What follows belongs to an exercise in optimizing a design on an open flow for small area; a production flow would make more cautious choices. Only simulation tests tie the RTL to the original design; equivalence was not proved. Power is estimated from default activity; no workload was simulated.

## accel_display
module accel_display(
	input 		          		clk,         
	input 		          		reset_n,
	input 		     [1:0]		SW,
	input 		          		data_update,
	input 		     [15:0]		data_x,
	input 		     [15:0]		data_y,
	output		     [7:0]		HEX0,
	output		     [7:0]		HEX1,
	output		     [7:0]		HEX2,
	output		     [7:0]		HEX3,
	output		     [3:0]		VGA_B,
	output		     [3:0]		VGA_G,
	output		reg          	VGA_HS,
	output		     [3:0]		VGA_R,
	output		reg          	VGA_VS
);
Size: roughly 1,700 cells after synthesis.
Settings: LEC_CHECK=0, ABC_AREA=1, CAP_MARGIN=20, CORE_MARGIN=2, CORE_UTILIZATION=65, PLACE_DENSITY=0.8, SLEW_MARGIN=20; clock period 20.0 ns.
standard.sh (not shown) runs the stock make flow with config.mk's settings and CLKGATE_MAP_FILE= SYNTH_SCRIPT=/design/flow/synth_recipe.tcl, a recipe that flattens the netlist after the stock synthesis.
==> flow/flow/run.sh <==
#!/bin/bash
# Layout flow: the standard ORFS flow, with
#  - the combinational logic of the standard synthesis re-mapped by ABC for
#    area, with a few ABC scripts, keeping the smallest result (flip-flops
#    stay as they are: same instances, names and cells),
#  - port buffers of the smallest buffer,
#  - a clock tree without dummy loads.
# Each tool's full output goes to a log file here (the ORFS steps also keep
# theirs under orfs/logs).
set -euo pipefail
W=$(pwd)
export BUFFER_PORTS_ARGS="-buffer_cell sky130_fd_sc_hd__buf_1"
export CTS_ARGS="-sink_clustering_enable -repair_clock_nets -dont_use_dummy_load -buf_list sky130_fd_sc_hd__clkbuf_8 -sink_clustering_size 20 -sink_clustering_max_diameter 60"
bash standard.sh synth > "$W/synth_make.log" 2>&1
RES="$W/orfs/results/$FLOW_PLATFORM/accel_display/base"
cp "$RES/1_2_yosys.v" "$W/standard_synth.v"
for i in 1 2 3 4; do
  LIB="$FLOW_HOME/platforms/$FLOW_PLATFORM/lib/sky130_fd_sc_hd__tt_025C_1v80.lib" \
  NETLIST="$W/standard_synth.v" TOP="$FLOW_TOP" ABCSCRIPT="$W/flow/resyn$i.abc" \
  OUT="$W/resyn$i.v" yosys -c "$W/flow/resyn.tcl" > "$W/resyn$i.log" 2>&1 &
done
wait || true
best=""
bestarea=""
for i in 1 2 3 4; do
  [[ -s "$W/resyn$i.v" ]] || continue
  a=$(grep "Chip area" "$W/resyn$i.log" | tail -1 | awk '{print $NF}')
  [[ -n "$a" ]] || continue
  if [[ -z "$best" ]] || awk -v a="$a" -v b="$bestarea" 'BEGIN{exit !(a<b)}'; then
    best=$i; bestarea=$a
  fi
done
echo "resynthesis: script $best, area $bestarea" > "$W/resyn_choice.log"
if [[ -n "$best" ]]; then
  cp "$W/resyn$best.v" "$RES/1_2_yosys.v"
  rm -f "$RES/1_synth.odb" "$RES/1_synth.sdc"
fi
bash standard.sh > "$W/layout_make.log" 2>&1
==> flow/flow/resyn.tcl <==
# Re-map the combinational logic of the standard synthesis for area.
# Flip-flops and tie cells stay as they are (same instances, names and
# types); every other cell is turned back into logic and mapped again by ABC.
yosys -import
set lib $::env(LIB)
read_liberty -ignore_miss_func $lib
read_verilog $::env(NETLIST)
hierarchy -top $::env(TOP)
# flip-flops, latches, tie cells and anything else ABC cannot map stay as cells
blackbox *__df* *__edf* *__sdf* *__sedf* *__dl* *__sdl* *__conb* *__tap* *__fill* *__decap* *__diode* *__probe* *__lpflow* *__ebuf* *__einv* *__clkdlybuf* *__dlygate* *__dlymetal*
flatten
opt_clean -purge
stat -liberty $lib
abc -liberty $lib -dont_use sky130_fd_sc_hd__probe_p_8 -dont_use sky130_fd_sc_hd__probec_p_8 -dont_use sky130_fd_sc_hd__lpflow_* -script $::env(ABCSCRIPT)
opt_clean -purge
hilomap -singleton -hicell sky130_fd_sc_hd__conb_1 HI -locell sky130_fd_sc_hd__conb_1 LO
yosys rename -enumerate
stat -liberty $lib
check
write_verilog -noattr -noexpr -nohex -nodec $::env(OUT)
==> flow/flow/resyn1.abc <==
strash
dch -f
map -a
mfs2
strash
dch -f
map -a
mfs2
strash
dch -f
map -a
mfs2
strash
dch -f
map -a
mfs2
strash
dch -f
map -a
topo
dnsize -c
==> flow/flow/resyn2.abc <==
strash
dch -f
map -a
mfs2
strash
dch -f
map -a
mfs2
strash
dch -f
map -a
topo
dnsize -c
==> flow/flow/resyn3.abc <==
strash
&get -n
&dch -f
&nf -a
&put
mfs2
strash
dch -f
map -a
mfs2
strash
dch -f
map -a
mfs2
strash
dch -f
map -a
topo
dnsize -c
==> flow/flow/resyn4.abc <==
strash
dch -f
map -a
mfs2
strash
dch -f
map -a
mfs2
strash
dch -f
map -a
mfs2
strash
dch -f
map -a
mfs2
strash
dch -f
map -a
mfs2
strash
dch -f
map -a
mfs2
strash
dch -f
map -a
topo
dnsize -c
Next try:
==> flow/flow/run.sh (replaced) <==
#!/bin/bash
# Layout flow: the standard ORFS flow, with
#  - the combinational logic of the standard synthesis re-mapped by ABC for
#    area (flip-flops kept as they are: same instances, names and cells),
#  - port buffers of the smallest buffer,
#  - a clock tree of clkbuf_8 without dummy loads.
# Each tool's full output goes to a log file here (the ORFS steps also keep
# theirs under orfs/logs).
set -euo pipefail
W=$(pwd)
export BUFFER_PORTS_ARGS="-buffer_cell sky130_fd_sc_hd__buf_1"
export CTS_ARGS="-sink_clustering_enable -repair_clock_nets -dont_use_dummy_load -buf_list sky130_fd_sc_hd__clkbuf_8 -sink_clustering_size 20 -sink_clustering_max_diameter 60"
bash standard.sh synth > "$W/synth_make.log" 2>&1
RES="$W/orfs/results/$FLOW_PLATFORM/accel_display/base"
cp "$RES/1_2_yosys.v" "$W/standard_synth.v"
LIB="$FLOW_HOME/platforms/$FLOW_PLATFORM/lib/sky130_fd_sc_hd__tt_025C_1v80.lib" \
NETLIST="$W/standard_synth.v" TOP="$FLOW_TOP" ABCSCRIPT="$W/flow/resyn.abc" \
OUT="$W/resyn.v" yosys -c "$W/flow/resyn.tcl" > "$W/resyn.log" 2>&1
cp "$W/resyn.v" "$RES/1_2_yosys.v"
rm -f "$RES/1_synth.odb" "$RES/1_synth.sdc"
bash standard.sh > "$W/layout_make.log" 2>&1
==> flow/flow/resyn.abc (new file) <==
strash
dch -f
map -a
mfs2
strash
dch -f
map -a
mfs2
strash
dch -f
map -a
mfs2
strash
dch -f
map -a
mfs2
strash
dch -f
map -a
topo
dnsize -c
CORE_UTILIZATION = 60   (was 65)
PLACE_DENSITY = 0.75   (was 0.8)
removed: flow/flow/resyn1.abc
removed: flow/flow/resyn2.abc
removed: flow/flow/resyn3.abc
removed: flow/flow/resyn4.abc
Result: The changed run completed with no timing, DRC or antenna violations; synthesized area stays the same; final area barely changes; core utilization is lower by 4.7 points; global-route usage is lower by 1.8 points.
Next try:
==> flow/run.sh (new file) <==
#!/bin/bash
# synth_recipe.tcl (not shown) runs the flow's synth.tcl, then flattens the netlist and writes it again
# the make line also repeats each setting of config.mk as NAME=value (left out here)
make -C /OpenROAD-flow-scripts/flow DESIGN_CONFIG=/design/flow/config.mk WORK_HOME=/design/flow/orfs CLKGATE_MAP_FILE= SYNTH_SCRIPT=/design/flow/synth_recipe.tcl finish
CTS_BUF_LIST = sky130_fd_sc_hd__clkbuf_8   (was not set)
CTS_CLUSTER_DIAMETER = 60   (was not set)
CTS_CLUSTER_SIZE = 20   (was not set)
removed: flow/flow/run.sh
removed: flow/flow/resyn.abc
removed: flow/flow/resyn.tcl
removed: flow/standard.sh
After rerunning: The new run went through all stages and came out clean. Worst hold slack improves by 0.069 ns. Count of clock-buffer cells in the layout climbs by 4. Cell area is higher by 15%.
Next try:
==> flow/flow/run.sh (new file) <==
#!/bin/bash
# Layout flow: the standard ORFS flow, with
#  - the combinational logic of the standard synthesis re-mapped by ABC for
#    area (flip-flops kept as they are: same instances, names and cells),
#  - port buffers of the smallest buffer,
#  - a clock tree of clkbuf_8 without dummy loads.
# Each tool's full output goes to a log file here (the ORFS steps also keep
# theirs under orfs/logs).
set -euo pipefail
W=$(pwd)
export BUFFER_PORTS_ARGS="-buffer_cell sky130_fd_sc_hd__buf_1"
export CTS_ARGS="-sink_clustering_enable -repair_clock_nets -dont_use_dummy_load -buf_list sky130_fd_sc_hd__clkbuf_4 -sink_clustering_size 9 -sink_clustering_max_diameter 40"
bash standard.sh synth > "$W/synth_make.log" 2>&1
RES="$W/orfs/results/$FLOW_PLATFORM/accel_display/base"
cp "$RES/1_2_yosys.v" "$W/standard_synth.v"
LIB="$FLOW_HOME/platforms/$FLOW_PLATFORM/lib/sky130_fd_sc_hd__tt_025C_1v80.lib" \
NETLIST="$W/standard_synth.v" TOP="$FLOW_TOP" ABCSCRIPT="$W/flow/resyn.abc" \
OUT="$W/resyn.v" yosys -c "$W/flow/resyn.tcl" > "$W/resyn.log" 2>&1
cp "$W/resyn.v" "$RES/1_2_yosys.v"
rm -f "$RES/1_synth.odb" "$RES/1_synth.sdc"
bash standard.sh > "$W/layout_make.log" 2>&1
==> flow/flow/resyn.abc (new file) <==
strash
dch -f
map -a
mfs2
strash
dch -f
map -a
mfs2
strash
dch -f
map -a
mfs2
strash
dch -f
map -a
mfs2
strash
dch -f
map -a
topo
dnsize -c
==> flow/flow/resyn.tcl (new file) <==
# Re-map the combinational logic of the standard synthesis for area.
# Flip-flops and tie cells stay as they are (same instances, names and
# types); every other cell is turned back into logic and mapped again by ABC.
yosys -import
set lib $::env(LIB)
read_liberty -ignore_miss_func $lib
read_verilog $::env(NETLIST)
hierarchy -top $::env(TOP)
# flip-flops, latches, tie cells and anything else ABC cannot map stay as cells
blackbox *__df* *__edf* *__sdf* *__sedf* *__dl* *__sdl* *__conb* *__tap* *__fill* *__decap* *__diode* *__probe* *__lpflow* *__ebuf* *__einv* *__clkdlybuf* *__dlygate* *__dlymetal*
flatten
opt_clean -purge
stat -liberty $lib
abc -liberty $lib -dont_use sky130_fd_sc_hd__probe_p_8 -dont_use sky130_fd_sc_hd__probec_p_8 -dont_use sky130_fd_sc_hd__lpflow_* -script $::env(ABCSCRIPT)
opt_clean -purge
hilomap -singleton -hicell sky130_fd_sc_hd__conb_1 HI -locell sky130_fd_sc_hd__conb_1 LO
yosys rename -enumerate
stat -liberty $lib
check
write_verilog -noattr -noexpr -nohex -nodec $::env(OUT)
==> flow/standard.sh (new file) <==
#!/bin/bash
# synth_recipe.tcl (not shown) runs the flow's synth.tcl, then flattens the netlist and writes it again
# the make line also repeats each setting of config.mk as NAME=value (left out here)
make -C /OpenROAD-flow-scripts/flow DESIGN_CONFIG=/design/flow/config.mk WORK_HOME=/design/flow/orfs CLKGATE_MAP_FILE= SYNTH_SCRIPT=/design/flow/synth_recipe.tcl "${@:-finish}"
CTS_BUF_LIST = not set   (was sky130_fd_sc_hd__clkbuf_8)
CTS_CLUSTER_DIAMETER = not set   (was 60)
CTS_CLUSTER_SIZE = not set   (was 20)
removed: flow/run.sh
After rerunning: Non-clock buffer count climbs by 1; die area went down by roughly a tenth; setup slack is worse by 2.5 ns; combinational power drops by well over a third; register-to-register slack is worse by 2.0 ns; sequential cell count is unchanged.

========
Another version of the RTL of accel_display (not shown whole).
Size in the first run: about 83 I/O pins.
Design accel_display, start of the top module:
module accel_display(
	input 		          		clk,         
	input 		          		reset_n,
	input 		     [1:0]		SW,
	input 		          		data_update,
	input 		     [15:0]		data_x,
	input 		     [15:0]		data_y,
	output		     [7:0]		HEX0,
	output		     [7:0]		HEX1,
	output		     [7:0]		HEX2,
	output		     [7:0]		HEX3,
	output		     [3:0]		VGA_B,
	output		     [3:0]		VGA_G,
	output		reg          	VGA_HS,
	output		     [3:0]		VGA_R,
	output		reg          	VGA_VS
);
	wire [9:0] lx, ly, hx, hy;    
	wire [9:0] col, row;
	wire h_sync, v_sync, disp_ena;
	wire grey;
	reg [3:0] nsamp;
	reg       full;
	always @(posedge clk) begin
		if (!reset_n) begin
			nsamp <= 4'd0;
			full  <= 1'b0;
		end else if (data_update) begin
			nsamp <= nsamp + 4'd1;
			if (nsamp == 4'd15)
				full <= 1'b1;
		end
	end
	reg valid;
	always @(*) begin
		case (SW)
			2'b00: valid = full || (nsamp != 4'd0);
			2'b01: valid = full || (nsamp >= 4'd2);
			2'b10: valid = full || (nsamp >= 4'd4);
			default: valid = full;
		endcase
	end
	smoothFilter x_axis (.clock(clk), .reset_n(reset_n), .enable(VGA_HS), .select(SW), .valid(valid),
	                     .data_in(data_x[13:0]), .data_update(data_update), .smooth_live(lx), .smooth_hold(hx));
  ...
clock: 20.0 ns
lec_check: 0
abc_area: 1
cap_margin: 20
core_margin: 2
core_utilization: 60
place_density: 0.75
slew_margin: 20
==> flow/flow/run.sh <==
#!/bin/bash
# Layout flow: the standard ORFS flow, with
#  - the combinational logic of the standard synthesis re-mapped by ABC for
#    area, with six ABC scripts, keeping the smallest result (flip-flops
#    stay as they are: same instances, names and cells),
#  - port buffers of the smallest buffer,
#  - a clock tree without dummy loads.
# Each tool's full output goes to a log file here (the ORFS steps also keep
# theirs under orfs/logs).
set -euo pipefail
W=$(pwd)
export BUFFER_PORTS_ARGS="-buffer_cell sky130_fd_sc_hd__buf_1"
export CTS_ARGS="-sink_clustering_enable -repair_clock_nets -dont_use_dummy_load -buf_list sky130_fd_sc_hd__clkbuf_8 -sink_clustering_size 18 -sink_clustering_max_diameter 55"
bash standard.sh synth > "$W/synth_make.log" 2>&1
RES="$W/orfs/results/$FLOW_PLATFORM/accel_display/base"
cp "$RES/1_2_yosys.v" "$W/standard_synth.v"
for i in 1 2 3 4 5 6; do
  LIB="$FLOW_HOME/platforms/$FLOW_PLATFORM/lib/sky130_fd_sc_hd__tt_025C_1v80.lib" \
  NETLIST="$W/standard_synth.v" TOP="$FLOW_TOP" ABCSCRIPT="$W/flow/resyn$i.abc" \
  OUT="$W/resyn$i.v" yosys -c "$W/flow/resyn.tcl" > "$W/resyn$i.log" 2>&1 &
done
wait || true
best=""
bestarea=""
for i in 1 2 3 4 5 6; do
  [[ -s "$W/resyn$i.v" ]] || continue
  a=$(grep "Chip area" "$W/resyn$i.log" | tail -1 | awk '{print $NF}')
  [[ -n "$a" ]] || continue
  if [[ -z "$best" ]] || awk -v a="$a" -v b="$bestarea" 'BEGIN{exit !(a<b)}'; then
    best=$i; bestarea=$a
  fi
done
echo "resynthesis: script $best, area $bestarea" > "$W/resyn_choice.log"
if [[ -n "$best" ]]; then
  cp "$W/resyn$best.v" "$RES/1_2_yosys.v"
  rm -f "$RES/1_synth.odb" "$RES/1_synth.sdc"
fi
bash standard.sh > "$W/layout_make.log" 2>&1
Other scripts of this flow, unchanged in this note and not shown: flow/flow/resyn.tcl, flow/flow/resyn1.abc, flow/flow/resyn2.abc, flow/flow/resyn3.abc, flow/flow/resyn4.abc, flow/flow/resyn5.abc, flow/flow/resyn6.abc
Edit:
--- a/flow/flow/run.sh
+++ b/flow/flow/run.sh
@@ -2,5 +2,5 @@
 # Layout flow: the standard ORFS flow, with
 #  - the combinational logic of the standard synthesis re-mapped by ABC for
-#    area, with six ABC scripts, keeping the smallest result (flip-flops
+#    area, with seven ABC scripts, keeping the smallest result (flip-flops
 #    stay as they are: same instances, names and cells),
 #  - port buffers of the smallest buffer,
@@ -15,5 +15,5 @@
 RES="$W/orfs/results/$FLOW_PLATFORM/accel_display/base"
 cp "$RES/1_2_yosys.v" "$W/standard_synth.v"
-for i in 1 2 3 4 5 6; do
+for i in 1 2 3 4 5 6 7; do
   LIB="$FLOW_HOME/platforms/$FLOW_PLATFORM/lib/sky130_fd_sc_hd__tt_025C_1v80.lib" \
   NETLIST="$W/standard_synth.v" TOP="$FLOW_TOP" ABCSCRIPT="$W/flow/resyn$i.abc" \
@@ -23,5 +23,5 @@
 best=""
 bestarea=""
-for i in 1 2 3 4 5 6; do
+for i in 1 2 3 4 5 6 7; do
   [[ -s "$W/resyn$i.v" ]] || continue
   a=$(grep "Chip area" "$W/resyn$i.log" | tail -1 | awk '{print $NF}')
==> flow/flow/resyn7.abc (new file) <==
strash
&get -n
&synch2
&put
strash
dch -f
map -a
mfs2
strash
dch -f
map -a
mfs2
strash
dch -f
map -a
mfs2
strash
dch -f
map -a
mfs2
strash
dch -f
map -a
mfs2
strash
dch -f
map -a
mfs2
strash
dch -f
map -a
mfs2
strash
dch -f
map -a
mfs2
strash
dch -f
map -a
topo
dnsize -c
After rerunning:
- The changed run passed the timing, DRC and antenna checks
- design area barely changes
- combinational power falls by about 4%
- first-iteration DRC count rose by about 20%

-- separate check: timing with driven ports --
The results above use ideal ports. As a check the final layouts listed here were re-extracted and re-timed, cells and wires unchanged. Step 1 (the two cells are an assumption about what drives the block):
set clk [get_ports {clk}]
set_driving_cell -lib_cell sky130_fd_sc_hd__clkbuf_16 $clk
set_driving_cell -lib_cell sky130_fd_sc_hd__buf_2 [delete_from_list [all_inputs] $clk]
Step 2 moves the port delays by t, midway between the first and last clock arrival at a register: inputs arrive t later, outputs are due t later. That takes back most of the time a late clock gives input paths. Three values: ideal ports, drivers, drivers and shift; two values: the first two.
| run | shift t [ns] | setup WS [ns] | hold WS [ns] | worst slew at a driven data input, ns |
|---|---|---|---|---|
| the first run of note 1 | 0.578 | 7.178 / 7.201 / 6.623 | 0.377 / 0.377 / 0.377 | 0.06 |
| the second run of note 1 | 0.609 | 6.719 / 6.743 / 6.134 | 0.349 / 0.349 / 0.349 | 0.05 |
| the third run of note 1 | 0.683 | 9.427 / 9.441 / 8.757 | 0.419 / 0.419 / 0.419 | 0.05 |
| the fourth run of note 1 | 0.758 | 6.941 / 6.958 / 6.200 | 0.374 / 0.374 / 0.374 | 0.06 |
| the first run of note 2 | 0.635 | 9.304 / 9.284 / 8.650 | 0.374 / 0.374 / 0.374 | 0.08 |
| the second run of note 2 | 0.605 | 9.583 / 9.604 / 8.999 | 0.368 / 0.368 / 0.368 | 0.07 |
After both steps setup and hold are still met in every run listed. For the fourth run of note 1, which loses most, drivers alone change the setup slack by +0.017 ns; drivers and shift together by -0.741 ns.
